This is an optimization exercise on Yosys and OpenROAD, whose aim is small area and a short achievable clock period, not a production implementation. In this exercise RTL edits were held to simulation tests only and were not proved equivalent to the original.

[flow/flow/run.sh]
#!/bin/bash
# Layout flow: the standard ORFS flow (standard.sh, unchanged synthesis), with
#  - after synthesis, flow/polarity.py flips full-adder cells (FA(~a,~b,~c) = ~FA(a,b,c))
#    so that fewer inverters are needed around them; registers are untouched
#  - port buffers made of plain buffers instead of the delay cells buffer_ports picks
set -euo pipefail
cd "$(dirname "$0")/.."
source flow/params.sh
export BUFFER_PORTS_ARGS
export SETUP_SLACK_MARGIN
R=orfs/results/sky130hd/mul_pipe_single/base
bash standard.sh synth > synth.log 2>&1
if [[ "${POLARITY:-1}" == 1 ]]; then
  cp $R/1_2_yosys.v $R/1_2_yosys.std.v
  python3 flow/polarity.py $R/1_2_yosys.std.v $R/1_2_yosys.v > polarity.log 2>&1
  rm -f $R/1_synth.odb
fi
bash standard.sh > standard.log 2>&1
[flow/flow/params.sh]
BUFFER_PORTS_ARGS="-buffer_cell sky130_fd_sc_hd__buf_1"
SETUP_SLACK_MARGIN=6.0
POLARITY=1
[flow/flow/polarity.py]
#!/usr/bin/env python3
"""Remove inverters around full adders in a flat gate-level netlist.

An xor2/xnor2 cell can be swapped for the other to invert its output. A full adder is self-dual: FA(~a, ~b, ~c) = (~cout, ~sum). So a full-adder cell can be
"flipped" (fed the complements of its inputs, its outputs then carry the complements of
their old values) without changing the circuit's function. This script chooses which
full adders to flip so that as few inverters as possible are needed, then rewrites the
netlist: inverters that only feed cell pins are removed and re-created where needed.
Registers, ports and all other cells are untouched.

usage: polarity.py IN.v OUT.v
"""
import random
import re
import sys
from collections import defaultdict

INV = re.compile(r'sky130_fd_sc_hd__(clk)?inv_\d+$')
FA = re.compile(r'sky130_fd_sc_hd__fa_\d+$')
XO = re.compile(r'sky130_fd_sc_hd__x(n?)or2_(\d+)$')
OUTPINS = {'X', 'Y', 'Q', 'Q_N', 'SUM', 'COUT', 'HI', 'LO'}

src = open(sys.argv[1]).read()
m = re.search(r'\bmodule\b.*?;', src, re.S)
endm = src.rindex('endmodule')
body = src[m.end():endm]

# statements of the module body
stmts = [s for s in re.split(r';', body)]
cells = []    # dict(type, name, pins: [(pin, net)], idx)
other = []    # (idx, text)
ports = set()
for i, s in enumerate(stmts):
    t = s.strip()
    if not t:
        continue
    cm = re.match(r'(sky130_fd_sc_hd__\w+)\s+(\S+)\s*\((.*)\)\s*$', t, re.S)
    if cm:
        pins = [(p, n.strip()) for p, n in re.findall(r'\.(\w+)\(([^()]*)\)', cm.group(3))]
        cells.append({'type': cm.group(1), 'name': cm.group(2), 'pins': pins})
        continue
    pm = re.match(r'(input|output|inout)\s+(\[[^\]]*\]\s*)?(\S+)', t)
    if pm:
        ports.add(pm.group(3))
    other.append(t)

def base_name(net):
    return re.sub(r'\s*\[\d+\]$', '', net.strip())

driver = {}
loads = defaultdict(list)   # net -> [(cell index, pin index)]
for ci, c in enumerate(cells):
    for pi, (p, n) in enumerate(c['pins']):
        if p in OUTPINS:
            driver[n] = ci
        else:
            loads[n].append((ci, pi))
# nets read by assign statements or ports count as fixed loads
assign_rhs = set()
for t in other:
    am = re.match(r'assign\s+(.*?)\s*=\s*(.*)$', t, re.S)
    if am:
        for tok in re.findall(r'\\\S+|[A-Za-z_][\w$]*(?:\s*\[\d+\])?', am.group(2)):
            assign_rhs.add(tok.strip())

def is_port_net(n):
    return base_name(n) in ports

# removable inverters: output feeds only cell input pins, is no port, no assign source
removable = set()
for ci, c in enumerate(cells):
    if INV.match(c['type']):
        y = dict(c['pins'])['Y']
        if not is_port_net(y) and y not in assign_rhs and y in loads:
            removable.add(ci)

def resolve(net):
    """logical source of a net: (base net, polarity) through removable inverters"""
    pol = 0
    seen = 0
    while net in driver and driver[net] in removable and seen < 100:
        net = dict(cells[driver[net]]['pins'])['A']
        pol ^= 1
        seen += 1
    return net, pol

fas = [ci for ci, c in enumerate(cells) if FA.match(c['type'])]
xos = [ci for ci, c in enumerate(cells) if XO.match(c['type'])]
flip = defaultdict(int)

# load requirements: list of (cell index, pin index, base, pol)
reqs = []
for ci, c in enumerate(cells):
    if ci in removable:
        continue
    for pi, (p, n) in enumerate(c['pins']):
        if p in OUTPINS:
            continue
        b, pol = resolve(n)
        reqs.append((ci, pi, b, pol))
by_base = defaultdict(list)
by_cell = defaultdict(list)
for r in reqs:
    by_base[r[2]].append(r)
    by_cell[r[0]].append(r)

def phys(b):
    d = driver.get(b)
    return flip[d] if d is not None and (FA.match(cells[d]['type']) or XO.match(cells[d]['type'])) else 0

def need(r):
    ci, pi, b, pol = r
    want = pol ^ (flip[ci] if FA.match(cells[ci]['type']) else 0)
    return want ^ phys(b)

def base_cost(b):
    return 1 if any(need(r) for r in by_base[b]) else 0

def fa_bases(ci):
    bs = {r[2] for r in by_cell[ci]}
    for p, n in cells[ci]['pins']:
        if p in OUTPINS:
            bs.add(n)
    return bs

total0 = sum(base_cost(b) for b in by_base)
movable = fas + xos
rng = random.Random(1)
best = None
for trial in range(30):
    if trial:
        for ci in movable:
            flip[ci] = best[ci]
        # perturb the best solution a little, then descend again
        for ci in rng.sample(movable, max(1, len(movable) // 10)):
            flip[ci] ^= 1
    for sweep in range(200):
        changed = False
        order = list(movable)
        rng.shuffle(order)
        for ci in order:
            bs = fa_bases(ci)
            before = sum(base_cost(b) for b in bs)
            flip[ci] ^= 1
            after = sum(base_cost(b) for b in bs)
            if after < before:
                changed = True
            elif after == before and rng.random() < 0.3 and sweep < 150:
                pass
            else:
                flip[ci] ^= 1
        if not changed and sweep >= 150:
            break
    cost = sum(base_cost(b) for b in by_base)
    if best is None or cost < best_cost:
        best, best_cost = {ci: flip[ci] for ci in movable}, cost
for ci in movable:
    flip[ci] = best[ci]
total1 = sum(base_cost(b) for b in by_base)

# rewrite
def esc(n):
    return n + ' ' if n.startswith('\\') else n

comp = {}
newcells = []
k = 0
for b in by_base:
    if base_cost(b):
        k += 1
        nn = f'polinv_n{k}'
        comp[b] = nn
        newcells.append(f'  sky130_fd_sc_hd__inv_1 polinv_{k} (\n    .A({esc(b)}),\n    .Y({nn})\n  );')
for r in reqs:
    ci, pi, b, pol = r
    p, _ = cells[ci]['pins'][pi]
    cells[ci]['pins'][pi] = (p, comp[b] if need(r) else b)

out = [src[:m.end()], '\n']
for t in other:
    out.append('  ' + t + ' ;\n')
for nn in comp.values():
    out.append(f'  wire {nn};\n')
for ci, c in enumerate(cells):
    if ci in removable:
        continue
    xm = XO.match(c['type'])
    if xm and flip[ci]:
        c['type'] = f"sky130_fd_sc_hd__{'xor2' if xm.group(1) else 'xnor2'}_{xm.group(2)}"
        # xor2 drives X, xnor2 drives Y
        c['pins'] = [({'X': 'Y', 'Y': 'X'}.get(p, p), n) for p, n in c['pins']]
    pins = ',\n'.join(f'    .{p}({esc(n)})' for p, n in c['pins'])
    out.append(f'  {c["type"]} {c["name"]} (\n{pins}\n  );\n')
out.append('\n'.join(newcells) + '\n')
out.append(src[endm:])
open(sys.argv[2], 'w').write(''.join(out))
print(f'polarity: {len(fas)} full adders, {sum(flip[c] for c in fas)} flipped, '
      f'{sum(flip[c] for c in xos)} of {len(xos)} xor/xnor swapped, inverters {len(removable)} removable -> {len(comp)} needed '
      f'(cost before {total0}, after {total1})', file=sys.stderr)
[flow/standard.sh]
#!/bin/bash
# synth_recipe.tcl (not shown) runs the flow's synth.tcl, then flattens the netlist and writes it again
# the make line also repeats each setting of config.mk as NAME=value (left out here)
make -C /OpenROAD-flow-scripts/flow DESIGN_CONFIG=/design/flow/config.mk WORK_HOME=/design/flow/orfs CLKGATE_MAP_FILE= SYNTH_SCRIPT=/design/flow/synth_recipe.tcl "${@:-finish}"
[flow/config.mk]
export PLATFORM = sky130hd
export DESIGN_NAME = mul_pipe_single
export DESIGN_NICKNAME = mul_pipe_single
export VERILOG_FILES = /design/flow/design.v
export SDC_FILE = /design/flow/constraint.sdc
export NUM_CORES = 4
export LEC_CHECK = 0
export CAP_MARGIN = 20
export CORE_MARGIN = 2
export CORE_UTILIZATION = 40
export CTS_BUF_LIST = sky130_fd_sc_hd__clkbuf_4 sky130_fd_sc_hd__clkbuf_8
export SLEW_MARGIN = 20
[flow/constraint.sdc]
create_clock -name core_clock -period 10.0 [get_ports {clk}]
set_input_delay 2.0000 -clock core_clock [delete_from_list [all_inputs] [get_ports {clk}]]
set_output_delay 2.0000 -clock core_clock [all_outputs]
set_load 0.01 [all_outputs]
[flow/design.v]
`timescale 1ns/1ps
module mul_pipe_single #(
  parameter XLEN    = 32,
  parameter RD_BITS = 5,
  parameter TAG_W   = 4
) (
  input  wire                 clk,
  input  wire                 rst,
  input  wire                 EX_mul,
  input  wire [XLEN-1:0]      EX_mul_a,
  input  wire [XLEN-1:0]      EX_mul_b,
  input  wire [RD_BITS-1:0]   EX_mul_rd,
  input  wire [TAG_W-1:0]     EX_mul_tag,
  input  wire                 MEM_we,     
  input  wire                 MEM_jlx,    
  output wire                 mul_result_valid,
  output wire [XLEN-1:0]      mul_result,
  output wire [RD_BITS-1:0]   mul_rd,           
  output wire [TAG_W-1:0]     mul_result_tag,   
  output wire                 mul_busy,
  output wire [RD_BITS-1:0]   mul_busy_rd,
  output wire [TAG_W-1:0]     mul_busy_tag,
  output wire                 mul_wb_conflict_stall,
  output wire                 mul_issue_stall
);
  reg  [2:0]         cnt;
  reg  [31:0]        a;
  reg  [31:0]        pb;      
  reg  [3:0]         bo, bt, bn;   
  reg  [23:0]        acc;
  reg  [RD_BITS-1:0] rd;
  reg  [TAG_W-1:0]   tag;
  wire idle  = (cnt == 3'd0);
  wire valid = (cnt == 3'd5);
  assign mul_busy         = !idle;
  assign mul_result_valid = valid;
  assign mul_result       = valid ? pb  : 32'd0;
  assign mul_rd           = valid ? rd  : {RD_BITS{1'b0}};
  assign mul_result_tag   = valid ? tag : {TAG_W{1'b0}};
  assign mul_busy_rd      = mul_rd;
  assign mul_busy_tag     = mul_result_tag;
  assign mul_wb_conflict_stall = valid && (MEM_we || MEM_jlx);
  assign mul_issue_stall       = EX_mul && !idle;
  wire [8:0] nw = idle ? {EX_mul_b[7:0], 1'b0} : pb[15:7];
  wire [3:0] no, nt, nn;
  genvar gj;
  generate
    for (gj = 0; gj < 4; gj = gj + 1) begin : g_booth
      assign no[gj] = nw[2*gj] ^ nw[2*gj+1];
      assign nt[gj] = (nw[2*gj+2] & ~nw[2*gj+1] & ~nw[2*gj]) | (~nw[2*gj+2] & nw[2*gj+1] & nw[2*gj]);
      assign nn[gj] = nw[2*gj+2];
    end
  endgenerate
  wire [31:0] sa, sb, x;
  wire pp1;
  wire pp2;
  wire pp3;
  wire pp4;
  wire pp5;
  wire pp6;
  wire pp7;
  wire pp8;
  wire pp9;
  wire pp10;
  wire pp11;
  wire pp12;
  wire pp13;
  wire pp14;
  wire pp15;
  wire pp16;
  wire pp17;
  wire pp18;
  wire pp19;
  wire pp20;
  wire pp21;
  wire pp22;
  wire pp23;
  wire pp24;
  wire pp25;
  wire pp26;
  wire pp27;
  wire pp28;
  wire pp29;
  wire pp30;
  wire pp31;
  wire pp32;
  wire pp33;
  wire pp34;
  wire pp35;
  wire pp36;
  wire pp37;
  wire pp38;
  wire pp39;
  wire pp40;
  wire pp41;
  wire pp42;
  wire pp43;
  wire pp44;
  wire pp45;
  wire pp46;
  wire pp47;
  wire pp48;
  wire pp49;
  wire pp50;
  wire pp51;
  wire pp52;
  wire pp53;
  wire pp54;
  wire pp55;
  wire pp56;
  wire pp57;
  wire pp58;
  wire pp59;
  wire pp60;
  wire pp61;
  wire pp62;
  wire pp63;
  wire pp64;
  wire pp65;
  wire pp66;
  wire pp67;
  wire pp68;
  wire pp69;
  wire pp70;
  wire pp71;
  wire pp72;
  wire pp73;
  wire pp74;
  wire pp75;
  wire pp76;
  wire pp77;
  wire pp78;
  wire pp79;
  wire pp80;
  wire pp81;
  wire pp82;
  wire pp83;
  wire pp84;
  wire pp85;
  wire pp86;
  wire pp87;
  wire pp88;
  wire pp89;
  wire pp90;
  wire pp91;
  wire pp92;
  wire pp93;
  wire pp94;
  wire pp95;
  wire pp96;
  wire pp97;
  wire pp98;
  wire pp99;
  wire pp100;
  wire pp101;
  wire pp102;
  wire pp103;
  wire pp104;
  wire pp105;
  wire pp106;
  wire pp107;
  wire pp108;
  wire pp109;
  wire pp110;
  wire pp111;
  wire pp112;
  wire pp113;
  wire pp114;
  wire pp115;
  wire pp116;
  wire s117;
  wire c118;
  wire s119;
  wire c120;
  wire s121;
  wire c122;
  wire s123;
  wire c124;
  wire s125;
  wire c126;
  wire s127;
  wire c128;
  wire s129;
  wire c130;
  wire s131;
  wire c132;
  wire s133;
  wire c134;
  wire s135;
  wire c136;
  wire s137;
  wire c138;
  wire s139;
  wire c140;
  wire s141;
  wire c142;
  wire s143;
  wire c144;
  wire s145;
  wire c146;
  wire s147;
  wire c148;
  wire s149;
  wire c150;
  wire s151;
  wire c152;
  wire s153;
  wire c154;
  wire s155;
  wire c156;
  wire s157;
  wire c158;
  wire s159;
  wire c160;
  wire s161;
  wire c162;
  wire s163;
  wire c164;
  wire s165;
  wire c166;
  wire s167;
  wire c168;
  wire s169;
  wire c170;
  wire s171;
  wire c172;
  wire s173;
  wire c174;
  wire s175;
  wire c176;
  wire s177;
  wire c178;
  wire s179;
  wire c180;
  wire s181;
  wire c182;
  wire s183;
  wire c184;
  wire s185;
  wire c186;
  wire s187;
  wire c188;
  wire s189;
  wire c190;
  wire s191;
  wire c192;
  wire s193;
  wire c194;
  wire s195;
  wire c196;
  wire s197;
  wire c198;
  wire s199;
  wire c200;
  wire s201;
  wire c202;
  wire s203;
  wire c204;
  wire s205;
  wire c206;
  wire s207;
  wire c208;
  wire s209;
  wire c210;
  wire s211;
  wire c212;
  wire s213;
  wire c214;
  wire s215;
  wire c216;
  wire s217;
  wire c218;
  wire s219;
  wire c220;
  wire s221;
  wire c222;
  wire s223;
  wire c224;
  wire s225;
  wire c226;
  wire s227;
  wire c228;
  wire s229;
  wire c230;
  wire s231;
  wire c232;
  wire s233;
  wire c234;
  wire s235;
  wire c236;
  wire s237;
  wire c238;
  wire s239;
  wire c240;
  wire s241;
  wire c242;
  wire s243;
  wire c244;
  wire s245;
  wire c246;
  wire s247;
  wire c248;
  wire s249;
  wire c250;
  wire s251;
  wire c252;
  wire s253;
  wire c254;
  wire s255;
  wire c256;
  wire s257;
  wire c258;
  wire s259;
  wire c260;
  wire s261;
  wire c262;
  wire s263;
  wire c264;
  wire s265;
  wire c266;
  wire s267;
  wire c268;
  wire s269;
  wire c270;
  wire s271;
  wire c272;
  wire s273;
  wire c274;
  wire s275;
  wire c276;
  wire s277;
  wire c278;
  wire s279;
  wire c280;
  wire s281;
  wire c282;
  wire s283;
  wire c284;
  wire g285;
  wire p286;
  wire g287;
  wire p288;
  wire g289;
  wire p290;
  wire g291;
  wire p292;
  wire g293;
  wire p294;
  wire g295;
  wire p296;
  wire g297;
  wire p298;
  wire g299;
  wire p300;
  wire g301;
  wire p302;
  wire g303;
  wire p304;
  wire g305;
  wire p306;
  wire g307;
  wire p308;
  wire g309;
  wire p310;
  wire g311;
  wire p312;
  wire g313;
  wire p314;
  wire g315;
  wire p316;
  wire g317;
  wire p318;
  wire g319;
  wire p320;
  wire g321;
  wire p322;
  wire g323;
  wire p324;
  wire g325;
  wire p326;
  wire g327;
  wire p328;
  wire g329;
  wire p330;
  wire g331;
  wire p332;
  wire g333;
  wire p334;
  wire g335;
  wire p336;
  wire g337;
  wire p338;
  wire g339;
  wire p340;
  wire g341;
  wire p342;
  wire g343;
  wire p344;
  wire g345;
  wire p346;
  wire g347;
  wire p348;
  wire g349;
  wire g350;
  wire p351;
  wire g352;
  wire p353;
  wire g354;
  wire p355;
  wire g356;
  wire p357;
  wire g358;
  wire p359;
  wire g360;
  wire p361;
  wire g362;
  wire p363;
  wire g364;
  wire p365;
  wire g366;
  wire p367;
  wire g368;
  wire p369;
  wire g370;
  wire p371;
  wire g372;
  wire p373;
  wire g374;
  wire p375;
  wire g376;
  wire p377;
  wire g378;
  wire p379;
  wire g380;
  wire p381;
  wire g382;
  wire p383;
  wire g384;
  wire p385;
  wire g386;
  wire p387;
  wire g388;
  wire p389;
  wire g390;
  wire p391;
  wire g392;
  wire p393;
  wire g394;
  wire p395;
  wire g396;
  wire p397;
  wire g398;
  wire p399;
  wire g400;
  wire p401;
  wire g402;
  wire p403;
  wire g404;
  wire p405;
  wire g406;
  wire p407;
  wire g408;
  wire p409;
  wire g410;
  wire p411;
  wire g412;
  wire p413;
  wire g414;
  wire p415;
  wire g416;
  wire p417;
  wire g418;
  wire p419;
  wire g420;
  wire p421;
  wire g422;
  wire p423;
  wire g424;
  wire p425;
  wire g426;
  wire p427;
  wire g428;
  wire p429;
  wire g430;
  wire p431;
  wire g432;
  wire p433;
  wire g434;
  wire p435;
  wire g436;
  wire p437;
  wire g438;
  wire p439;
  wire g440;
  wire p441;
  wire g442;
  wire p443;
  wire g444;
  wire p445;
  wire g446;
  wire p447;
  wire g448;
  wire p449;
  wire g450;
  wire p451;
  wire g452;
  wire p453;
  wire g454;
  wire p455;
  wire g456;
  wire p457;
  wire g458;
  wire p459;
  wire g460;
  wire p461;
  wire g462;
  wire p463;
  wire g464;
  wire p465;
  wire g466;
  wire p467;
  wire g468;
  wire p469;
  wire g470;
  wire p471;
  wire g472;
  wire p473;
  wire g474;
  wire p475;
  wire g476;
  wire p477;
  wire g478;
  wire p479;
  wire g480;
  wire p481;
  wire g482;
  wire p483;
  wire g484;
  wire p485;
  wire g486;
  wire p487;
  wire g488;
  wire p489;
  wire g490;
  wire p491;
  wire g492;
  wire p493;
  wire g494;
  wire p495;
  wire g496;
  wire p497;
  wire g498;
  wire p499;
  wire g500;
  wire p501;
  wire g502;
  wire p503;
  wire g504;
  wire p505;
  wire g506;
  wire p507;
  wire g508;
  wire p509;
  assign pp1 = (bo[0] & a[0]) ^ bn[0];
  assign pp2 = ((bo[0] & a[1]) | (bt[0] & a[0])) ^ bn[0];
  assign pp3 = ((bo[0] & a[2]) | (bt[0] & a[1])) ^ bn[0];
  assign pp4 = ((bo[0] & a[3]) | (bt[0] & a[2])) ^ bn[0];
  assign pp5 = ((bo[0] & a[4]) | (bt[0] & a[3])) ^ bn[0];
  assign pp6 = ((bo[0] & a[5]) | (bt[0] & a[4])) ^ bn[0];
  assign pp7 = ((bo[0] & a[6]) | (bt[0] & a[5])) ^ bn[0];
  assign pp8 = ((bo[0] & a[7]) | (bt[0] & a[6])) ^ bn[0];
  assign pp9 = ((bo[0] & a[8]) | (bt[0] & a[7])) ^ bn[0];
  assign pp10 = ((bo[0] & a[9]) | (bt[0] & a[8])) ^ bn[0];
  assign pp11 = ((bo[0] & a[10]) | (bt[0] & a[9])) ^ bn[0];
  assign pp12 = ((bo[0] & a[11]) | (bt[0] & a[10])) ^ bn[0];
  assign pp13 = ((bo[0] & a[12]) | (bt[0] & a[11])) ^ bn[0];
  assign pp14 = ((bo[0] & a[13]) | (bt[0] & a[12])) ^ bn[0];
  assign pp15 = ((bo[0] & a[14]) | (bt[0] & a[13])) ^ bn[0];
  assign pp16 = ((bo[0] & a[15]) | (bt[0] & a[14])) ^ bn[0];
  assign pp17 = ((bo[0] & a[16]) | (bt[0] & a[15])) ^ bn[0];
  assign pp18 = ((bo[0] & a[17]) | (bt[0] & a[16])) ^ bn[0];
  assign pp19 = ((bo[0] & a[18]) | (bt[0] & a[17])) ^ bn[0];
  assign pp20 = ((bo[0] & a[19]) | (bt[0] & a[18])) ^ bn[0];
  assign pp21 = ((bo[0] & a[20]) | (bt[0] & a[19])) ^ bn[0];
  assign pp22 = ((bo[0] & a[21]) | (bt[0] & a[20])) ^ bn[0];
  assign pp23 = ((bo[0] & a[22]) | (bt[0] & a[21])) ^ bn[0];
  assign pp24 = ((bo[0] & a[23]) | (bt[0] & a[22])) ^ bn[0];
  assign pp25 = ((bo[0] & a[24]) | (bt[0] & a[23])) ^ bn[0];
  assign pp26 = ((bo[0] & a[25]) | (bt[0] & a[24])) ^ bn[0];
  assign pp27 = ((bo[0] & a[26]) | (bt[0] & a[25])) ^ bn[0];
  assign pp28 = ((bo[0] & a[27]) | (bt[0] & a[26])) ^ bn[0];
  assign pp29 = ((bo[0] & a[28]) | (bt[0] & a[27])) ^ bn[0];
  assign pp30 = ((bo[0] & a[29]) | (bt[0] & a[28])) ^ bn[0];
  assign pp31 = ((bo[0] & a[30]) | (bt[0] & a[29])) ^ bn[0];
  assign pp32 = ((bo[0] & a[31]) | (bt[0] & a[30])) ^ bn[0];
  assign pp33 = (bo[1] & a[0]) ^ bn[1];
  assign pp34 = ((bo[1] & a[1]) | (bt[1] & a[0])) ^ bn[1];
  assign pp35 = ((bo[1] & a[2]) | (bt[1] & a[1])) ^ bn[1];
  assign pp36 = ((bo[1] & a[3]) | (bt[1] & a[2])) ^ bn[1];
  assign pp37 = ((bo[1] & a[4]) | (bt[1] & a[3])) ^ bn[1];
  assign pp38 = ((bo[1] & a[5]) | (bt[1] & a[4])) ^ bn[1];
  assign pp39 = ((bo[1] & a[6]) | (bt[1] & a[5])) ^ bn[1];
  assign pp40 = ((bo[1] & a[7]) | (bt[1] & a[6])) ^ bn[1];
  assign pp41 = ((bo[1] & a[8]) | (bt[1] & a[7])) ^ bn[1];
  assign pp42 = ((bo[1] & a[9]) | (bt[1] & a[8])) ^ bn[1];
  assign pp43 = ((bo[1] & a[10]) | (bt[1] & a[9])) ^ bn[1];
  assign pp44 = ((bo[1] & a[11]) | (bt[1] & a[10])) ^ bn[1];
  assign pp45 = ((bo[1] & a[12]) | (bt[1] & a[11])) ^ bn[1];
  assign pp46 = ((bo[1] & a[13]) | (bt[1] & a[12])) ^ bn[1];
  assign pp47 = ((bo[1] & a[14]) | (bt[1] & a[13])) ^ bn[1];
  assign pp48 = ((bo[1] & a[15]) | (bt[1] & a[14])) ^ bn[1];
  assign pp49 = ((bo[1] & a[16]) | (bt[1] & a[15])) ^ bn[1];
  assign pp50 = ((bo[1] & a[17]) | (bt[1] & a[16])) ^ bn[1];
  assign pp51 = ((bo[1] & a[18]) | (bt[1] & a[17])) ^ bn[1];
  assign pp52 = ((bo[1] & a[19]) | (bt[1] & a[18])) ^ bn[1];
  assign pp53 = ((bo[1] & a[20]) | (bt[1] & a[19])) ^ bn[1];
  assign pp54 = ((bo[1] & a[21]) | (bt[1] & a[20])) ^ bn[1];
  assign pp55 = ((bo[1] & a[22]) | (bt[1] & a[21])) ^ bn[1];
  assign pp56 = ((bo[1] & a[23]) | (bt[1] & a[22])) ^ bn[1];
  assign pp57 = ((bo[1] & a[24]) | (bt[1] & a[23])) ^ bn[1];
  assign pp58 = ((bo[1] & a[25]) | (bt[1] & a[24])) ^ bn[1];
  assign pp59 = ((bo[1] & a[26]) | (bt[1] & a[25])) ^ bn[1];
  assign pp60 = ((bo[1] & a[27]) | (bt[1] & a[26])) ^ bn[1];
  assign pp61 = ((bo[1] & a[28]) | (bt[1] & a[27])) ^ bn[1];
  assign pp62 = ((bo[1] & a[29]) | (bt[1] & a[28])) ^ bn[1];
  assign pp63 = (bo[2] & a[0]) ^ bn[2];
  assign pp64 = ((bo[2] & a[1]) | (bt[2] & a[0])) ^ bn[2];
  assign pp65 = ((bo[2] & a[2]) | (bt[2] & a[1])) ^ bn[2];
  assign pp66 = ((bo[2] & a[3]) | (bt[2] & a[2])) ^ bn[2];
  assign pp67 = ((bo[2] & a[4]) | (bt[2] & a[3])) ^ bn[2];
  assign pp68 = ((bo[2] & a[5]) | (bt[2] & a[4])) ^ bn[2];
  assign pp69 = ((bo[2] & a[6]) | (bt[2] & a[5])) ^ bn[2];
  assign pp70 = ((bo[2] & a[7]) | (bt[2] & a[6])) ^ bn[2];
  assign pp71 = ((bo[2] & a[8]) | (bt[2] & a[7])) ^ bn[2];
  assign pp72 = ((bo[2] & a[9]) | (bt[2] & a[8])) ^ bn[2];
  assign pp73 = ((bo[2] & a[10]) | (bt[2] & a[9])) ^ bn[2];
  assign pp74 = ((bo[2] & a[11]) | (bt[2] & a[10])) ^ bn[2];
  assign pp75 = ((bo[2] & a[12]) | (bt[2] & a[11])) ^ bn[2];
  assign pp76 = ((bo[2] & a[13]) | (bt[2] & a[12])) ^ bn[2];
  assign pp77 = ((bo[2] & a[14]) | (bt[2] & a[13])) ^ bn[2];
  assign pp78 = ((bo[2] & a[15]) | (bt[2] & a[14])) ^ bn[2];
  assign pp79 = ((bo[2] & a[16]) | (bt[2] & a[15])) ^ bn[2];
  assign pp80 = ((bo[2] & a[17]) | (bt[2] & a[16])) ^ bn[2];
  assign pp81 = ((bo[2] & a[18]) | (bt[2] & a[17])) ^ bn[2];
  assign pp82 = ((bo[2] & a[19]) | (bt[2] & a[18])) ^ bn[2];
  assign pp83 = ((bo[2] & a[20]) | (bt[2] & a[19])) ^ bn[2];
  assign pp84 = ((bo[2] & a[21]) | (bt[2] & a[20])) ^ bn[2];
  assign pp85 = ((bo[2] & a[22]) | (bt[2] & a[21])) ^ bn[2];
  assign pp86 = ((bo[2] & a[23]) | (bt[2] & a[22])) ^ bn[2];
  assign pp87 = ((bo[2] & a[24]) | (bt[2] & a[23])) ^ bn[2];
  assign pp88 = ((bo[2] & a[25]) | (bt[2] & a[24])) ^ bn[2];
  assign pp89 = ((bo[2] & a[26]) | (bt[2] & a[25])) ^ bn[2];
  assign pp90 = ((bo[2] & a[27]) | (bt[2] & a[26])) ^ bn[2];
  assign pp91 = (bo[3] & a[0]) ^ bn[3];
  assign pp92 = ((bo[3] & a[1]) | (bt[3] & a[0])) ^ bn[3];
  assign pp93 = ((bo[3] & a[2]) | (bt[3] & a[1])) ^ bn[3];
  assign pp94 = ((bo[3] & a[3]) | (bt[3] & a[2])) ^ bn[3];
  assign pp95 = ((bo[3] & a[4]) | (bt[3] & a[3])) ^ bn[3];
  assign pp96 = ((bo[3] & a[5]) | (bt[3] & a[4])) ^ bn[3];
  assign pp97 = ((bo[3] & a[6]) | (bt[3] & a[5])) ^ bn[3];
  assign pp98 = ((bo[3] & a[7]) | (bt[3] & a[6])) ^ bn[3];
  assign pp99 = ((bo[3] & a[8]) | (bt[3] & a[7])) ^ bn[3];
  assign pp100 = ((bo[3] & a[9]) | (bt[3] & a[8])) ^ bn[3];
  assign pp101 = ((bo[3] & a[10]) | (bt[3] & a[9])) ^ bn[3];
  assign pp102 = ((bo[3] & a[11]) | (bt[3] & a[10])) ^ bn[3];
  assign pp103 = ((bo[3] & a[12]) | (bt[3] & a[11])) ^ bn[3];
  assign pp104 = ((bo[3] & a[13]) | (bt[3] & a[12])) ^ bn[3];
  assign pp105 = ((bo[3] & a[14]) | (bt[3] & a[13])) ^ bn[3];
  assign pp106 = ((bo[3] & a[15]) | (bt[3] & a[14])) ^ bn[3];
  assign pp107 = ((bo[3] & a[16]) | (bt[3] & a[15])) ^ bn[3];
  assign pp108 = ((bo[3] & a[17]) | (bt[3] & a[16])) ^ bn[3];
  assign pp109 = ((bo[3] & a[18]) | (bt[3] & a[17])) ^ bn[3];
  assign pp110 = ((bo[3] & a[19]) | (bt[3] & a[18])) ^ bn[3];
  assign pp111 = ((bo[3] & a[20]) | (bt[3] & a[19])) ^ bn[3];
  assign pp112 = ((bo[3] & a[21]) | (bt[3] & a[20])) ^ bn[3];
  assign pp113 = ((bo[3] & a[22]) | (bt[3] & a[21])) ^ bn[3];
  assign pp114 = ((bo[3] & a[23]) | (bt[3] & a[22])) ^ bn[3];
  assign pp115 = ((bo[3] & a[24]) | (bt[3] & a[23])) ^ bn[3];
  assign pp116 = ((bo[3] & a[25]) | (bt[3] & a[24])) ^ bn[3];
  assign s117 = acc[4] ^ pp5 ^ pp35;
  assign c118 = (acc[4] & pp5) | (acc[4] & pp35) | (pp5 & pp35);
  assign s119 = acc[5] ^ pp6 ^ pp36;
  assign c120 = (acc[5] & pp6) | (acc[5] & pp36) | (pp6 & pp36);
  assign s121 = acc[6] ^ pp7 ^ pp37;
  assign c122 = (acc[6] & pp7) | (acc[6] & pp37) | (pp7 & pp37);
  assign s123 = pp65 ^ pp91 ^ bn[3];
  assign c124 = (pp65 & pp91) | (pp65 & bn[3]) | (pp91 & bn[3]);
  assign s125 = acc[7] ^ pp8 ^ pp38;
  assign c126 = (acc[7] & pp8) | (acc[7] & pp38) | (pp8 & pp38);
  assign s127 = pp66 ^ pp92 ^ s125;
  assign c128 = (pp66 & pp92) | (pp66 & s125) | (pp92 & s125);
  assign s129 = acc[8] ^ pp9 ^ pp39;
  assign c130 = (acc[8] & pp9) | (acc[8] & pp39) | (pp9 & pp39);
  assign s131 = pp67 ^ pp93 ^ s129;
  assign c132 = (pp67 & pp93) | (pp67 & s129) | (pp93 & s129);
  assign s133 = acc[9] ^ pp10 ^ pp40;
  assign c134 = (acc[9] & pp10) | (acc[9] & pp40) | (pp10 & pp40);
  assign s135 = pp68 ^ pp94 ^ s133;
  assign c136 = (pp68 & pp94) | (pp68 & s133) | (pp94 & s133);
  assign s137 = acc[10] ^ pp11 ^ pp41;
  assign c138 = (acc[10] & pp11) | (acc[10] & pp41) | (pp11 & pp41);
  assign s139 = pp69 ^ pp95 ^ s137;
  assign c140 = (pp69 & pp95) | (pp69 & s137) | (pp95 & s137);
  assign s141 = acc[11] ^ pp12 ^ pp42;
  assign c142 = (acc[11] & pp12) | (acc[11] & pp42) | (pp12 & pp42);
  assign s143 = pp70 ^ pp96 ^ s141;
  assign c144 = (pp70 & pp96) | (pp70 & s141) | (pp96 & s141);
  assign s145 = acc[12] ^ pp13 ^ pp43;
  assign c146 = (acc[12] & pp13) | (acc[12] & pp43) | (pp13 & pp43);
  assign s147 = pp71 ^ pp97 ^ s145;
  assign c148 = (pp71 & pp97) | (pp71 & s145) | (pp97 & s145);
  assign s149 = acc[13] ^ pp14 ^ pp44;
  assign c150 = (acc[13] & pp14) | (acc[13] & pp44) | (pp14 & pp44);
  assign s151 = pp72 ^ pp98 ^ s149;
  assign c152 = (pp72 & pp98) | (pp72 & s149) | (pp98 & s149);
  assign s153 = acc[14] ^ pp15 ^ pp45;
  assign c154 = (acc[14] & pp15) | (acc[14] & pp45) | (pp15 & pp45);
  assign s155 = pp73 ^ pp99 ^ s153;
  assign c156 = (pp73 & pp99) | (pp73 & s153) | (pp99 & s153);
  assign s157 = acc[15] ^ pp16 ^ pp46;
  assign c158 = (acc[15] & pp16) | (acc[15] & pp46) | (pp16 & pp46);
  assign s159 = pp74 ^ pp100 ^ s157;
  assign c160 = (pp74 & pp100) | (pp74 & s157) | (pp100 & s157);
  assign s161 = acc[16] ^ pp17 ^ pp47;
  assign c162 = (acc[16] & pp17) | (acc[16] & pp47) | (pp17 & pp47);
  assign s163 = pp75 ^ pp101 ^ s161;
  assign c164 = (pp75 & pp101) | (pp75 & s161) | (pp101 & s161);
  assign s165 = acc[17] ^ pp18 ^ pp48;
  assign c166 = (acc[17] & pp18) | (acc[17] & pp48) | (pp18 & pp48);
  assign s167 = pp76 ^ pp102 ^ s165;
  assign c168 = (pp76 & pp102) | (pp76 & s165) | (pp102 & s165);
  assign s169 = acc[18] ^ pp19 ^ pp49;
  assign c170 = (acc[18] & pp19) | (acc[18] & pp49) | (pp19 & pp49);
  assign s171 = pp77 ^ pp103 ^ s169;
  assign c172 = (pp77 & pp103) | (pp77 & s169) | (pp103 & s169);
  assign s173 = acc[19] ^ pp20 ^ pp50;
  assign c174 = (acc[19] & pp20) | (acc[19] & pp50) | (pp20 & pp50);
  assign s175 = pp78 ^ pp104 ^ s173;
  assign c176 = (pp78 & pp104) | (pp78 & s173) | (pp104 & s173);
  assign s177 = acc[20] ^ pp21 ^ pp51;
  assign c178 = (acc[20] & pp21) | (acc[20] & pp51) | (pp21 & pp51);
  assign s179 = pp79 ^ pp105 ^ s177;
  assign c180 = (pp79 & pp105) | (pp79 & s177) | (pp105 & s177);
  assign s181 = acc[21] ^ pp22 ^ pp52;
  assign c182 = (acc[21] & pp22) | (acc[21] & pp52) | (pp22 & pp52);
  assign s183 = pp80 ^ pp106 ^ s181;
  assign c184 = (pp80 & pp106) | (pp80 & s181) | (pp106 & s181);
  assign s185 = acc[22] ^ pp23 ^ pp53;
  assign c186 = (acc[22] & pp23) | (acc[22] & pp53) | (pp23 & pp53);
  assign s187 = pp81 ^ pp107 ^ s185;
  assign c188 = (pp81 & pp107) | (pp81 & s185) | (pp107 & s185);
  assign s189 = acc[23] ^ pp24 ^ pp54;
  assign c190 = (acc[23] & pp24) | (acc[23] & pp54) | (pp24 & pp54);
  assign s191 = pp82 ^ pp108 ^ s189;
  assign c192 = (pp82 & pp108) | (pp82 & s189) | (pp108 & s189);
  assign s193 = pp25 ^ pp55 ^ pp83;
  assign c194 = (pp25 & pp55) | (pp25 & pp83) | (pp55 & pp83);
  assign s195 = pp26 ^ pp56 ^ pp84;
  assign c196 = (pp26 & pp56) | (pp26 & pp84) | (pp56 & pp84);
  assign s197 = pp27 ^ pp57 ^ pp85;
  assign c198 = (pp27 & pp57) | (pp27 & pp85) | (pp57 & pp85);
  assign s199 = pp28 ^ pp58 ^ pp86;
  assign c200 = (pp28 & pp58) | (pp28 & pp86) | (pp58 & pp86);
  assign s201 = pp29 ^ pp59 ^ pp87;
  assign c202 = (pp29 & pp59) | (pp29 & pp87) | (pp59 & pp87);
  assign s203 = pp30 ^ pp60 ^ pp88;
  assign c204 = (pp30 & pp60) | (pp30 & pp88) | (pp60 & pp88);
  assign s205 = pp31 ^ pp61 ^ pp89;
  assign c206 = (pp31 & pp61) | (pp31 & pp89) | (pp61 & pp89);
  assign s207 = pp32 ^ pp62 ^ pp90;
  assign c208 = (pp32 & pp62) | (pp32 & pp90) | (pp62 & pp90);
  assign s209 = acc[2] ^ pp3 ^ pp33;
  assign c210 = (acc[2] & pp3) | (acc[2] & pp33) | (pp3 & pp33);
  assign s211 = acc[3] ^ pp4 ^ pp34;
  assign c212 = (acc[3] & pp4) | (acc[3] & pp34) | (pp4 & pp34);
  assign s213 = pp63 ^ bn[2] ^ s117;
  assign c214 = (pp63 & bn[2]) | (pp63 & s117) | (bn[2] & s117);
  assign s215 = pp64 ^ s119 ^ c118;
  assign c216 = (pp64 & s119) | (pp64 & c118) | (s119 & c118);
  assign s217 = s121 ^ s123 ^ c120;
  assign c218 = (s121 & s123) | (s121 & c120) | (s123 & c120);
  assign s219 = s127 ^ c122 ^ c124;
  assign c220 = (s127 & c122) | (s127 & c124) | (c122 & c124);
  assign s221 = s131 ^ c126 ^ c128;
  assign c222 = (s131 & c126) | (s131 & c128) | (c126 & c128);
  assign s223 = s135 ^ c130 ^ c132;
  assign c224 = (s135 & c130) | (s135 & c132) | (c130 & c132);
  assign s225 = s139 ^ c134 ^ c136;
  assign c226 = (s139 & c134) | (s139 & c136) | (c134 & c136);
  assign s227 = s143 ^ c138 ^ c140;
  assign c228 = (s143 & c138) | (s143 & c140) | (c138 & c140);
  assign s229 = s147 ^ c142 ^ c144;
  assign c230 = (s147 & c142) | (s147 & c144) | (c142 & c144);
  assign s231 = s151 ^ c146 ^ c148;
  assign c232 = (s151 & c146) | (s151 & c148) | (c146 & c148);
  assign s233 = s155 ^ c150 ^ c152;
  assign c234 = (s155 & c150) | (s155 & c152) | (c150 & c152);
  assign s235 = s159 ^ c154 ^ c156;
  assign c236 = (s159 & c154) | (s159 & c156) | (c154 & c156);
  assign s237 = s163 ^ c158 ^ c160;
  assign c238 = (s163 & c158) | (s163 & c160) | (c158 & c160);
  assign s239 = s167 ^ c162 ^ c164;
  assign c240 = (s167 & c162) | (s167 & c164) | (c162 & c164);
  assign s241 = s171 ^ c166 ^ c168;
  assign c242 = (s171 & c166) | (s171 & c168) | (c166 & c168);
  assign s243 = s175 ^ c170 ^ c172;
  assign c244 = (s175 & c170) | (s175 & c172) | (c170 & c172);
  assign s245 = s179 ^ c174 ^ c176;
  assign c246 = (s179 & c174) | (s179 & c176) | (c174 & c176);
  assign s247 = s183 ^ c178 ^ c180;
  assign c248 = (s183 & c178) | (s183 & c180) | (c178 & c180);
  assign s249 = s187 ^ c182 ^ c184;
  assign c250 = (s187 & c182) | (s187 & c184) | (c182 & c184);
  assign s251 = s191 ^ c186 ^ c188;
  assign c252 = (s191 & c186) | (s191 & c188) | (c186 & c188);
  assign s253 = pp109 ^ s193 ^ c190;
  assign c254 = (pp109 & s193) | (pp109 & c190) | (s193 & c190);
  assign s255 = pp110 ^ s195 ^ c194;
  assign c256 = (pp110 & s195) | (pp110 & c194) | (s195 & c194);
  assign s257 = pp111 ^ s197 ^ c196;
  assign c258 = (pp111 & s197) | (pp111 & c196) | (s197 & c196);
  assign s259 = pp112 ^ s199 ^ c198;
  assign c260 = (pp112 & s199) | (pp112 & c198) | (s199 & c198);
  assign s261 = pp113 ^ s201 ^ c200;
  assign c262 = (pp113 & s201) | (pp113 & c200) | (s201 & c200);
  assign s263 = pp114 ^ s203 ^ c202;
  assign c264 = (pp114 & s203) | (pp114 & c202) | (s203 & c202);
  assign s265 = pp115 ^ s205 ^ c204;
  assign c266 = (pp115 & s205) | (pp115 & c204) | (s205 & c204);
  assign s267 = pp116 ^ s207 ^ c206;
  assign c268 = (pp116 & s207) | (pp116 & c206) | (s207 & c206);
  assign s269 = c192 ^ s253 ^ c252;
  assign c270 = (c192 & s253) | (c192 & c252) | (s253 & c252);
  assign s271 = s255 ^ c254;
  assign c272 = s255 & c254;
  assign s273 = s257 ^ c256;
  assign c274 = s257 & c256;
  assign s275 = s259 ^ c258;
  assign c276 = s259 & c258;
  assign s277 = s261 ^ c260;
  assign c278 = s261 & c260;
  assign s279 = s263 ^ c262;
  assign c280 = s263 & c262;
  assign s281 = s265 ^ c264;
  assign c282 = s265 & c264;
  assign s283 = s267 ^ c266;
  assign c284 = s267 & c266;
  assign sa = {s283, s281, s279, s277, s275, s273, s271, s269, s251, s249, s247, s245, s243, s241, s239, s237, s235, s233, s231, s229, s227, s225, s223, s221, s219, s217, s215, s213, s211, bn[1], acc[1], acc[0]};
  assign sb = {c282, c280, c278, c276, c274, c272, c270, 1'b0, c250, c248, c246, c244, c242, c240, c238, c236, c234, c232, c230, c228, c226, c224, c222, c220, c218, c216, c214, c212, c210, s209, pp2, pp1};
  assign g285 = (sa[0] & sb[0]);
  assign p286 = (sa[0] ^ sb[0]);
  assign g287 = (sa[1] & sb[1]);
  assign p288 = (sa[1] ^ sb[1]);
  assign g289 = (sa[2] & sb[2]);
  assign p290 = (sa[2] ^ sb[2]);
  assign g291 = (sa[3] & sb[3]);
  assign p292 = (sa[3] ^ sb[3]);
  assign g293 = (sa[4] & sb[4]);
  assign p294 = (sa[4] ^ sb[4]);
  assign g295 = (sa[5] & sb[5]);
  assign p296 = (sa[5] ^ sb[5]);
  assign g297 = (sa[6] & sb[6]);
  assign p298 = (sa[6] ^ sb[6]);
  assign g299 = (sa[7] & sb[7]);
  assign p300 = (sa[7] ^ sb[7]);
  assign g301 = (sa[8] & sb[8]);
  assign p302 = (sa[8] ^ sb[8]);
  assign g303 = (sa[9] & sb[9]);
  assign p304 = (sa[9] ^ sb[9]);
  assign g305 = (sa[10] & sb[10]);
  assign p306 = (sa[10] ^ sb[10]);
  assign g307 = (sa[11] & sb[11]);
  assign p308 = (sa[11] ^ sb[11]);
  assign g309 = (sa[12] & sb[12]);
  assign p310 = (sa[12] ^ sb[12]);
  assign g311 = (sa[13] & sb[13]);
  assign p312 = (sa[13] ^ sb[13]);
  assign g313 = (sa[14] & sb[14]);
  assign p314 = (sa[14] ^ sb[14]);
  assign g315 = (sa[15] & sb[15]);
  assign p316 = (sa[15] ^ sb[15]);
  assign g317 = (sa[16] & sb[16]);
  assign p318 = (sa[16] ^ sb[16]);
  assign g319 = (sa[17] & sb[17]);
  assign p320 = (sa[17] ^ sb[17]);
  assign g321 = (sa[18] & sb[18]);
  assign p322 = (sa[18] ^ sb[18]);
  assign g323 = (sa[19] & sb[19]);
  assign p324 = (sa[19] ^ sb[19]);
  assign g325 = (sa[20] & sb[20]);
  assign p326 = (sa[20] ^ sb[20]);
  assign g327 = (sa[21] & sb[21]);
  assign p328 = (sa[21] ^ sb[21]);
  assign g329 = (sa[22] & sb[22]);
  assign p330 = (sa[22] ^ sb[22]);
  assign g331 = (sa[23] & sb[23]);
  assign p332 = (sa[23] ^ sb[23]);
  assign g333 = (sa[24] & sb[24]);
  assign p334 = (sa[24] ^ sb[24]);
  assign g335 = (sa[25] & sb[25]);
  assign p336 = (sa[25] ^ sb[25]);
  assign g337 = (sa[26] & sb[26]);
  assign p338 = (sa[26] ^ sb[26]);
  assign g339 = (sa[27] & sb[27]);
  assign p340 = (sa[27] ^ sb[27]);
  assign g341 = (sa[28] & sb[28]);
  assign p342 = (sa[28] ^ sb[28]);
  assign g343 = (sa[29] & sb[29]);
  assign p344 = (sa[29] ^ sb[29]);
  assign g345 = (sa[30] & sb[30]);
  assign p346 = (sa[30] ^ sb[30]);
  assign g347 = (sa[31] & sb[31]);
  assign p348 = (sa[31] ^ sb[31]);
  assign g349 = g285 | (p286 & bn[0]);
  assign g350 = g287 | (p288 & g349);
  assign p351 = p288 & p286;
  assign g352 = g291 | (p292 & g289);
  assign p353 = p292 & p290;
  assign g354 = g295 | (p296 & g293);
  assign p355 = p296 & p294;
  assign g356 = g299 | (p300 & g297);
  assign p357 = p300 & p298;
  assign g358 = g303 | (p304 & g301);
  assign p359 = p304 & p302;
  assign g360 = g307 | (p308 & g305);
  assign p361 = p308 & p306;
  assign g362 = g311 | (p312 & g309);
  assign p363 = p312 & p310;
  assign g364 = g315 | (p316 & g313);
  assign p365 = p316 & p314;
  assign g366 = g319 | (p320 & g317);
  assign p367 = p320 & p318;
  assign g368 = g323 | (p324 & g321);
  assign p369 = p324 & p322;
  assign g370 = g327 | (p328 & g325);
  assign p371 = p328 & p326;
  assign g372 = g331 | (p332 & g329);
  assign p373 = p332 & p330;
  assign g374 = g335 | (p336 & g333);
  assign p375 = p336 & p334;
  assign g376 = g339 | (p340 & g337);
  assign p377 = p340 & p338;
  assign g378 = g343 | (p344 & g341);
  assign p379 = p344 & p342;
  assign g380 = g347 | (p348 & g345);
  assign p381 = p348 & p346;
  assign g382 = g289 | (p290 & g350);
  assign p383 = p290 & p351;
  assign g384 = g352 | (p353 & g350);
  assign p385 = p353 & p351;
  assign g386 = g297 | (p298 & g354);
  assign p387 = p298 & p355;
  assign g388 = g356 | (p357 & g354);
  assign p389 = p357 & p355;
  assign g390 = g305 | (p306 & g358);
  assign p391 = p306 & p359;
  assign g392 = g360 | (p361 & g358);
  assign p393 = p361 & p359;
  assign g394 = g313 | (p314 & g362);
  assign p395 = p314 & p363;
  assign g396 = g364 | (p365 & g362);
  assign p397 = p365 & p363;
  assign g398 = g321 | (p322 & g366);
  assign p399 = p322 & p367;
  assign g400 = g368 | (p369 & g366);
  assign p401 = p369 & p367;
  assign g402 = g329 | (p330 & g370);
  assign p403 = p330 & p371;
  assign g404 = g372 | (p373 & g370);
  assign p405 = p373 & p371;
  assign g406 = g337 | (p338 & g374);
  assign p407 = p338 & p375;
  assign g408 = g376 | (p377 & g374);
  assign p409 = p377 & p375;
  assign g410 = g345 | (p346 & g378);
  assign p411 = p346 & p379;
  assign g412 = g380 | (p381 & g378);
  assign p413 = p381 & p379;
  assign g414 = g293 | (p294 & g384);
  assign p415 = p294 & p385;
  assign g416 = g354 | (p355 & g384);
  assign p417 = p355 & p385;
  assign g418 = g386 | (p387 & g384);
  assign p419 = p387 & p385;
  assign g420 = g388 | (p389 & g384);
  assign p421 = p389 & p385;
  assign g422 = g309 | (p310 & g392);
  assign p423 = p310 & p393;
  assign g424 = g362 | (p363 & g392);
  assign p425 = p363 & p393;
  assign g426 = g394 | (p395 & g392);
  assign p427 = p395 & p393;
  assign g428 = g396 | (p397 & g392);
  assign p429 = p397 & p393;
  assign g430 = g325 | (p326 & g400);
  assign p431 = p326 & p401;
  assign g432 = g370 | (p371 & g400);
  assign p433 = p371 & p401;
  assign g434 = g402 | (p403 & g400);
  assign p435 = p403 & p401;
  assign g436 = g404 | (p405 & g400);
  assign p437 = p405 & p401;
  assign g438 = g341 | (p342 & g408);
  assign p439 = p342 & p409;
  assign g440 = g378 | (p379 & g408);
  assign p441 = p379 & p409;
  assign g442 = g410 | (p411 & g408);
  assign p443 = p411 & p409;
  assign g444 = g412 | (p413 & g408);
  assign p445 = p413 & p409;
  assign g446 = g301 | (p302 & g420);
  assign p447 = p302 & p421;
  assign g448 = g358 | (p359 & g420);
  assign p449 = p359 & p421;
  assign g450 = g390 | (p391 & g420);
  assign p451 = p391 & p421;
  assign g452 = g392 | (p393 & g420);
  assign p453 = p393 & p421;
  assign g454 = g422 | (p423 & g420);
  assign p455 = p423 & p421;
  assign g456 = g424 | (p425 & g420);
  assign p457 = p425 & p421;
  assign g458 = g426 | (p427 & g420);
  assign p459 = p427 & p421;
  assign g460 = g428 | (p429 & g420);
  assign p461 = p429 & p421;
  assign g462 = g333 | (p334 & g436);
  assign p463 = p334 & p437;
  assign g464 = g374 | (p375 & g436);
  assign p465 = p375 & p437;
  assign g466 = g406 | (p407 & g436);
  assign p467 = p407 & p437;
  assign g468 = g408 | (p409 & g436);
  assign p469 = p409 & p437;
  assign g470 = g438 | (p439 & g436);
  assign p471 = p439 & p437;
  assign g472 = g440 | (p441 & g436);
  assign p473 = p441 & p437;
  assign g474 = g442 | (p443 & g436);
  assign p475 = p443 & p437;
  assign g476 = g444 | (p445 & g436);
  assign p477 = p445 & p437;
  assign g478 = g317 | (p318 & g460);
  assign p479 = p318 & p461;
  assign g480 = g366 | (p367 & g460);
  assign p481 = p367 & p461;
  assign g482 = g398 | (p399 & g460);
  assign p483 = p399 & p461;
  assign g484 = g400 | (p401 & g460);
  assign p485 = p401 & p461;
  assign g486 = g430 | (p431 & g460);
  assign p487 = p431 & p461;
  assign g488 = g432 | (p433 & g460);
  assign p489 = p433 & p461;
  assign g490 = g434 | (p435 & g460);
  assign p491 = p435 & p461;
  assign g492 = g436 | (p437 & g460);
  assign p493 = p437 & p461;
  assign g494 = g462 | (p463 & g460);
  assign p495 = p463 & p461;
  assign g496 = g464 | (p465 & g460);
  assign p497 = p465 & p461;
  assign g498 = g466 | (p467 & g460);
  assign p499 = p467 & p461;
  assign g500 = g468 | (p469 & g460);
  assign p501 = p469 & p461;
  assign g502 = g470 | (p471 & g460);
  assign p503 = p471 & p461;
  assign g504 = g472 | (p473 & g460);
  assign p505 = p473 & p461;
  assign g506 = g474 | (p475 & g460);
  assign p507 = p475 & p461;
  assign g508 = g476 | (p477 & g460);
  assign p509 = p477 & p461;
  assign x[0] = p286 ^ bn[0];
  assign x[1] = p288 ^ g349;
  assign x[2] = p290 ^ g350;
  assign x[3] = p292 ^ g382;
  assign x[4] = p294 ^ g384;
  assign x[5] = p296 ^ g414;
  assign x[6] = p298 ^ g416;
  assign x[7] = p300 ^ g418;
  assign x[8] = p302 ^ g420;
  assign x[9] = p304 ^ g446;
  assign x[10] = p306 ^ g448;
  assign x[11] = p308 ^ g450;
  assign x[12] = p310 ^ g452;
  assign x[13] = p312 ^ g454;
  assign x[14] = p314 ^ g456;
  assign x[15] = p316 ^ g458;
  assign x[16] = p318 ^ g460;
  assign x[17] = p320 ^ g478;
  assign x[18] = p322 ^ g480;
  assign x[19] = p324 ^ g482;
  assign x[20] = p326 ^ g484;
  assign x[21] = p328 ^ g486;
  assign x[22] = p330 ^ g488;
  assign x[23] = p332 ^ g490;
  assign x[24] = p334 ^ g492;
  assign x[25] = p336 ^ g494;
  assign x[26] = p338 ^ g496;
  assign x[27] = p340 ^ g498;
  assign x[28] = p342 ^ g500;
  assign x[29] = p344 ^ g502;
  assign x[30] = p346 ^ g504;
  assign x[31] = p348 ^ g506;
  always @(posedge clk) begin
    if (rst) cnt <= 3'd0;
    else if (idle) cnt <= EX_mul ? 3'd1 : 3'd0;
    else if (valid) cnt <= 3'd0;
    else cnt <= cnt + 3'd1;
    bo <= no;
    bt <= nt;
    bn <= nn;
    if (idle) begin
      a     <= EX_mul_a;
      pb    <= EX_mul_b;
      rd    <= EX_mul_rd;
      tag   <= EX_mul_tag;
      acc   <= 24'd0;
    end else begin
      pb    <= {x[7:0], pb[31:8]};
      acc   <= x[31:8];
    end
  end
endmodule
==> impl_metrics.csv, run 1 <==
group,metric,value,unit
timing,fin_crit_sh,44.76,%
synthesis,synth_warnings,1,
floorplanning,pin_count,132,
place,io_buffer_count,131,
clock_network,clk_latency,0.40,ns
setup_path,crit_required,10.34,ns
drt,routed-via-count,6766,
timing,max_freq,0.2234,GHz
setup_path,cp-end-kind,"register",
setup_path,arrival,4.81,ns
timing,period_needed,4.476,ns
layout,drive_above_1_share,16.58,%
drt,drcViolationCount,0,
synthesis,synthesis.instances,865,
setup_path,cp-start-kind,"register",
floorplanning,die_w,150.8,um
timing,setup_tns,0,ns
clock_network,htree_levels,3,
synthesis,synth_area,8623,um^2
timing,maxSlewHeadroom,49.03,%
timing,worst_hold_slack,0.4378,ns
status,status,"complete, no violations",
timing,rsz0062_at_grt,"true",
floorplanning,rows,53,
timing,worstMarginPinSlew,0.7646,ns
setup_path,path_delay_family,"adder cells",
clock_network,clkTransAtPathRegs,0.11,ns
clock_network,cts_tree,"built",
job,drv_cap,0,
synthesis,syn_nets,1058,
drt,via_per_inst,5.378,
setup_path,path_max_fanout,4,
setup_path,crit_buf_inv,0,
floorplanning,die-area,22750,um^2
layout,diodes,0,
timing,hold_viol_final,0,
clock_network,cts_made_buffers,9,
setup_path,slowest_delay,0.56,ns
global_route,grt_first_pass_wirelength,36.39,mm
layout,final_common_cell,"buf_1",
drt,ant_nets,0,
worst_hold_path,hold_path.class,"reg2reg",
global_route,antenna_found_initial,0,
layout,layout_common_cells,"buf_1 (128), xnor2_1 (110), a22oi_1 (94)",
place,gp_congestion,0.8853,
global_route,track_usage,20.74,%
layout,area_growth,19.88,%
global_route,grt_overflow,0,
clock_network,clkSinkCount,108,
drt,drt_iter0_drc,394,
timing,setup_violations,0,
floorplanning,fp.dieH,150.8,um
layout,finalNetCount,1171,
setup_path,cp_common_cell,"fa_1",
setup_path,cpMaxStageDelayCell,"fa_1",
place,dpl_cell_area,9304,um^2
layout,fin_util,49.02,%
timing,maxSlewViolCount,0,
setup_path,crit_chain,"a22oi_2 -> xnor2_2 -> fa_1 -> fa_1 -> fa_1 -> ha_2 -> a2111o_1 -> o211ai_1 -> a31oi_2 -> or2_1 -> a21o_1 -> a21oi_2 -> fa_1 -> nor2_1",
synthesis,avgSynthCellArea,9.969,um^2
drt,wl_per_cell,18.36,um
clock_network,cts_root_buffer,"clkbuf_8",
floorplanning,core,21090,um^2
place,hpwl,15.47,mm
setup_path,path_class,"reg2reg",
drt,drt_wl_total,23.09,mm
timing,fin_worst_skew,0.01721,ns
clock_network,clockBufferDepth,2,
layout,finalInstanceArea,10340,um^2
floorplanning,initial_utilization,40.89,%
layout,final.fill_count,2001,
drt,first_pass_iters,5,
global_route,grt_max_degree,64,
global_route,grt_pass1_vias,6643,
registers in the layout (all words and copies together) (netlist names):
signal and cells:
cnt 3, bt 4, a 32, rd 5, bo 4, acc 24, tag 4, pb 32
cell type report:
cell class	instances	area, um^2	share of cell area, %
sequential	108	2591	25.07
timing repair buffer	192	1097	10.61
multi-input combinational	636	5978	57.83
clock buffer	10	131.4	1.271
inverter	31	121.4	1.174
clock inverter	6	73.82	0.7141
tap	275	344.1	3.328
worst reg2reg max path, stage by stage (launching register included):
cell and delay (ns):
edfxtp_1 0.54, a22oi_2 0.28, xnor2_2 0.11, fa_1 0.56
fa_1 0.44, fa_1 0.45, ha_2 0.19, a2111o_1 0.33
o211ai_1 0.29, a31oi_2 0.14, or2_1 0.25, a21o_1 0.18
a21oi_2 0.13, fa_1 0.42, nor2_1 0.10
stage by stage:
stage	cells	setup slack, ns
2_1_floorplan	865	5.733
3_5_place_dp	1189	4.813
3_3_place_gp	1189	4.960
6_report	1258	5.524
4_1_cts	1246	5.512
5_1_grt	1258	5.338
routing by layer:
| layer | global-route usage, % | routed length (um) | vias to the layer above |
|---|---|---|---|
| met5 | 0 | 0 | - |
| met4 | 6.449 | 424 | 0 |
| met3 | 2.620 | 1429 | 27 |
| met2 | 34.84 | 11180 | 241 |
| met1 | 28.00 | 10060 | 3320 |
| li1 | - | - | 3178 |
final timing paths:
path	startpoint	to	slack, ns	depth (start not counted)
hold reg to reg	pb[29]	pb[21]	0.44	2
hold / removal	pb[29]	pb[21]	0.44	2
setup reg to reg	a[5]	acc[8]	5.52	14
setup / recovery	a[5]	acc[8]	5.52	14
repair_timing:
action / CTS / global route
cloned: 2 / 0
buffers inserted: 39 / 12
setup endpoints to repair: 79 / 29
gates resized for setup: 58 / 15
pin swaps: 39 / 11
hold buffers: 0 / 0
==> run 2, diff against run 1 <==
--- a/flow/config.mk
+++ b/flow/config.mk
@@ -9,4 +9,3 @@
 export CORE_MARGIN = 2
 export CORE_UTILIZATION = 40
-export CTS_BUF_LIST = sky130_fd_sc_hd__clkbuf_4 sky130_fd_sc_hd__clkbuf_8
 export SLEW_MARGIN = 20
==> run 2 against run 1 <==
Sequential share of layout area is 0.41 points lower. Clock skew shrank 0.0072 ns. Still clean on timing, DRC and antenna. Routed wire length rose by 1.0%. Critical path type unchanged. Design area rose by 1.7%. Critical path depth is the same. Worst setup slack improved by 0.0083 ns. Register-to-register slack hardly changed. Via count up 0.35%. Synthesized cell count unchanged.
==> impl_metrics.csv, run 2 <==
group,metric,value,unit
setup_path,cp-start-kind,"register",
floorplanning,pin_count,132,
layout,largestRegisters,"a: 32 flops, pb: 32 flops, acc: 24 flops",
floorplanning,die_w,150.8,um
drt,drcViolationCount,0,
global_route,grt_overflow,0,
place,io_buffer_count,131,
setup_path,path_delay_family,"adder cells",
setup_path,cp-end-kind,"register",
timing,worstMarginPinSlew,0.7650,ns
clock_network,clkTransAtPathRegs,0.08,ns
clock_network,clockBufferDepth,2,
setup_path,cpMaxStageDelayCell,"fa_1",
global_route,grt_max_degree,64,
drt,via_per_inst,5.406,
layout,drive_above_1_share,17.64,%
timing,fin_worst_skew,0.01000,ns
setup_path,endpoint,"acc[8]",
timing,maxSlewViolCount,0,
floorplanning,initial_utilization,40.89,%
drt,routed-via-count,6790,
synthesis,avgSynthCellArea,9.969,um^2
layout,finalInstanceArea,10510,um^2
synthesis,syn_nets,1058,
setup_path,cp_common_cell,"fa_1",
timing,period_needed,4.468,ns
global_route,grt_first_pass_wirelength,37.17,mm
clock_network,cts_made_buffers,9,
setup_path,path_class,"reg2reg",
timing,rsz0062_at_grt,"true",
place,hpwl,15.47,mm
worst_hold_path,hold_path.class,"reg2reg",
floorplanning,rows,53,
layout,area_growth,21.88,%
place,dpl_cell_area,9304,um^2
drt,wl_per_cell,18.57,um
clock_network,clkSinkCount,108,
drt,ant_nets,0,
layout,final_common_cell,"buf_1",
setup_path,crit_chain,"a22oi_2 -> xnor2_2 -> fa_1 -> fa_1 -> fa_1 -> ha_2 -> a2111o_1 -> o211ai_1 -> a31oi_2 -> or2_1 -> a21o_1 -> a21oi_2 -> fa_1 -> nor2_1",
setup_path,crit_cells,14,
clock_network,clk_latency,0.36,ns
setup_path,rr_startpoint,"a[5]",
floorplanning,die-area,22750,um^2
floorplanning,core,21090,um^2
global_route,track_usage,21.09,%
timing,max_freq,0.2238,GHz
place,gp_congestion,0.8853,
synthesis,synth_area,8623,um^2
drt,drt_iter0_drc,369,
drt,first_pass_iters,5,
setup_path,crit_required,10.29,ns
drt,drt_wl_total,23.33,mm
timing,maxSlewHeadroom,49.00,%
global_route,antenna_found_initial,0,
layout,layout_common_cells,"buf_1 (128), xnor2_1 (103), a22oi_1 (93)",
timing,setup_violations,0,
setup_path,arrival,4.76,ns
clock_network,htree_levels,3,
timing,setup_tns,0,ns
synthesis,synthesis.instances,865,
job,drv_cap,0,
layout,finalNetCount,1169,
layout,final.fill_count,1987,
setup_path,path_max_fanout,4,
setup_path,slowest_delay,0.56,ns
setup_path,r2r_cells,14,
timing,fin_crit_sh,44.68,%
layout,diodes,0,
setup_path,crit_buf_inv,0,
setup_path,timing.reg2reg.setup_slack,5.53,ns
clock_network,cts_tree,"built",
floorplanning,fp.dieH,150.8,um
setup_path,cp-startpoint,"a[5]",
global_route,grt_pass1_vias,6791,
setup_path,reg2reg_to,"acc[8]",
synthesis,synth_warnings,1,
clock_network,cts_root_buffer,"clkbuf_16",
timing,hold_viol_final,0,
status,status,"complete, no violations",
-- run 2: how the worst min path moves through the flow --
stage                 from      to  slack, ns  cells past startpoint
floorplan           pb[18]  pb[10]       0.41                      2
global placement    pb[28]  pb[20]       0.43                      2
detailed placement  pb[30]  pb[22]       0.43                      2
CTS                 pb[28]  pb[20]       0.44                      2
global route        pb[28]  pb[20]       0.47                      2
finish              pb[26]  pb[18]       0.44                      2
-- run 2: area by class of cell --
cell class                      count  area [um^2]  area share [%]
Multi-Input combinational cell    636         6048           57.55
Inverter                           31        121.4           1.155
Clock buffer                       10        229.0           2.179
Clock inverter                      6        73.82          0.7024
Timing Repair Buffer              190         1102           10.49
Tap cell                          275        344.1           3.274
Sequential cell                   108         2591           24.65
-- run 2: worst reg2reg max path, stage by stage, from the launching register on --
cell and delay (ns):
edfxtp_1 0.52, a22oi_2 0.28, xnor2_2 0.11, fa_1 0.56
fa_1 0.44, fa_1 0.45, ha_2 0.19, a2111o_1 0.32
o211ai_1 0.30, a31oi_2 0.14, or2_1 0.25, a21o_1 0.18
a21oi_2 0.13, fa_1 0.42, nor2_1 0.10
-- run 2: what timing repair did --
action                                  in CTS  in global routing
hold buffers                                 0                  0
gates cloned                                 3                  0
setup buffers                               40                  8
pin swaps                                   43                 24
endpoints found under the setup margin      79                 24
resized for setup                           65                 22
-- run 2: routing by layer --
layer  GRT usage [%]  vias to the layer above  share of wire, %
met2           35.59                      281                48
met4           6.589                        0               2.0
met1           27.90                     3295                43
met3           3.313                       29               7.0
met5               0                        -                 0
li1                -                     3185                 -
-- run 2: through the flow --
stage                     std cells  util, %  setup WS, ns  hold WS (ns)
after global placement         1189    44.12         4.960        0.4256
after global routing           1256    49.84         5.331        0.4669
after CTS                      1248    48.91         5.548        0.4429
after floorplan                 865        -         5.733        0.4142
after detailed placement       1189    44.12         4.813        0.4311
final                          1256    49.84         5.532        0.4354

[afterwards: timing with drivers on the ports]
The flow's constraints put no driver on any port. The routed layouts listed below were extracted and timed again, unchanged, in two steps.
Step 1 (the two cells are an assumption about what drives the block):
set clk [get_ports {clk}]
set_driving_cell -lib_cell sky130_fd_sc_hd__clkbuf_16 $clk
set_driving_cell -lib_cell sky130_fd_sc_hd__buf_2 [delete_from_list [all_inputs] $clk]
Step 2 adds t to the input delays and takes it off the output delays; t is the mean of the earliest and latest rising clock arrival at the registers after step 1. Input paths then give back, and output paths get back, about the clock's delay inside the block.
a / b / c = ideal ports / drivers / drivers and shift; a / b = the first two.
run	t, ns	slack for setup (ns)	worst setup path after step 2	worst register clock-pin slew, ns
run 1	0.431	5.524 / 5.524 / 5.524	register to register	0.12 / 0.12
run 2	0.399	5.532 / 5.532 / 5.532	register to register	0.08 / 0.08
After both steps every run listed still meets setup and hold.
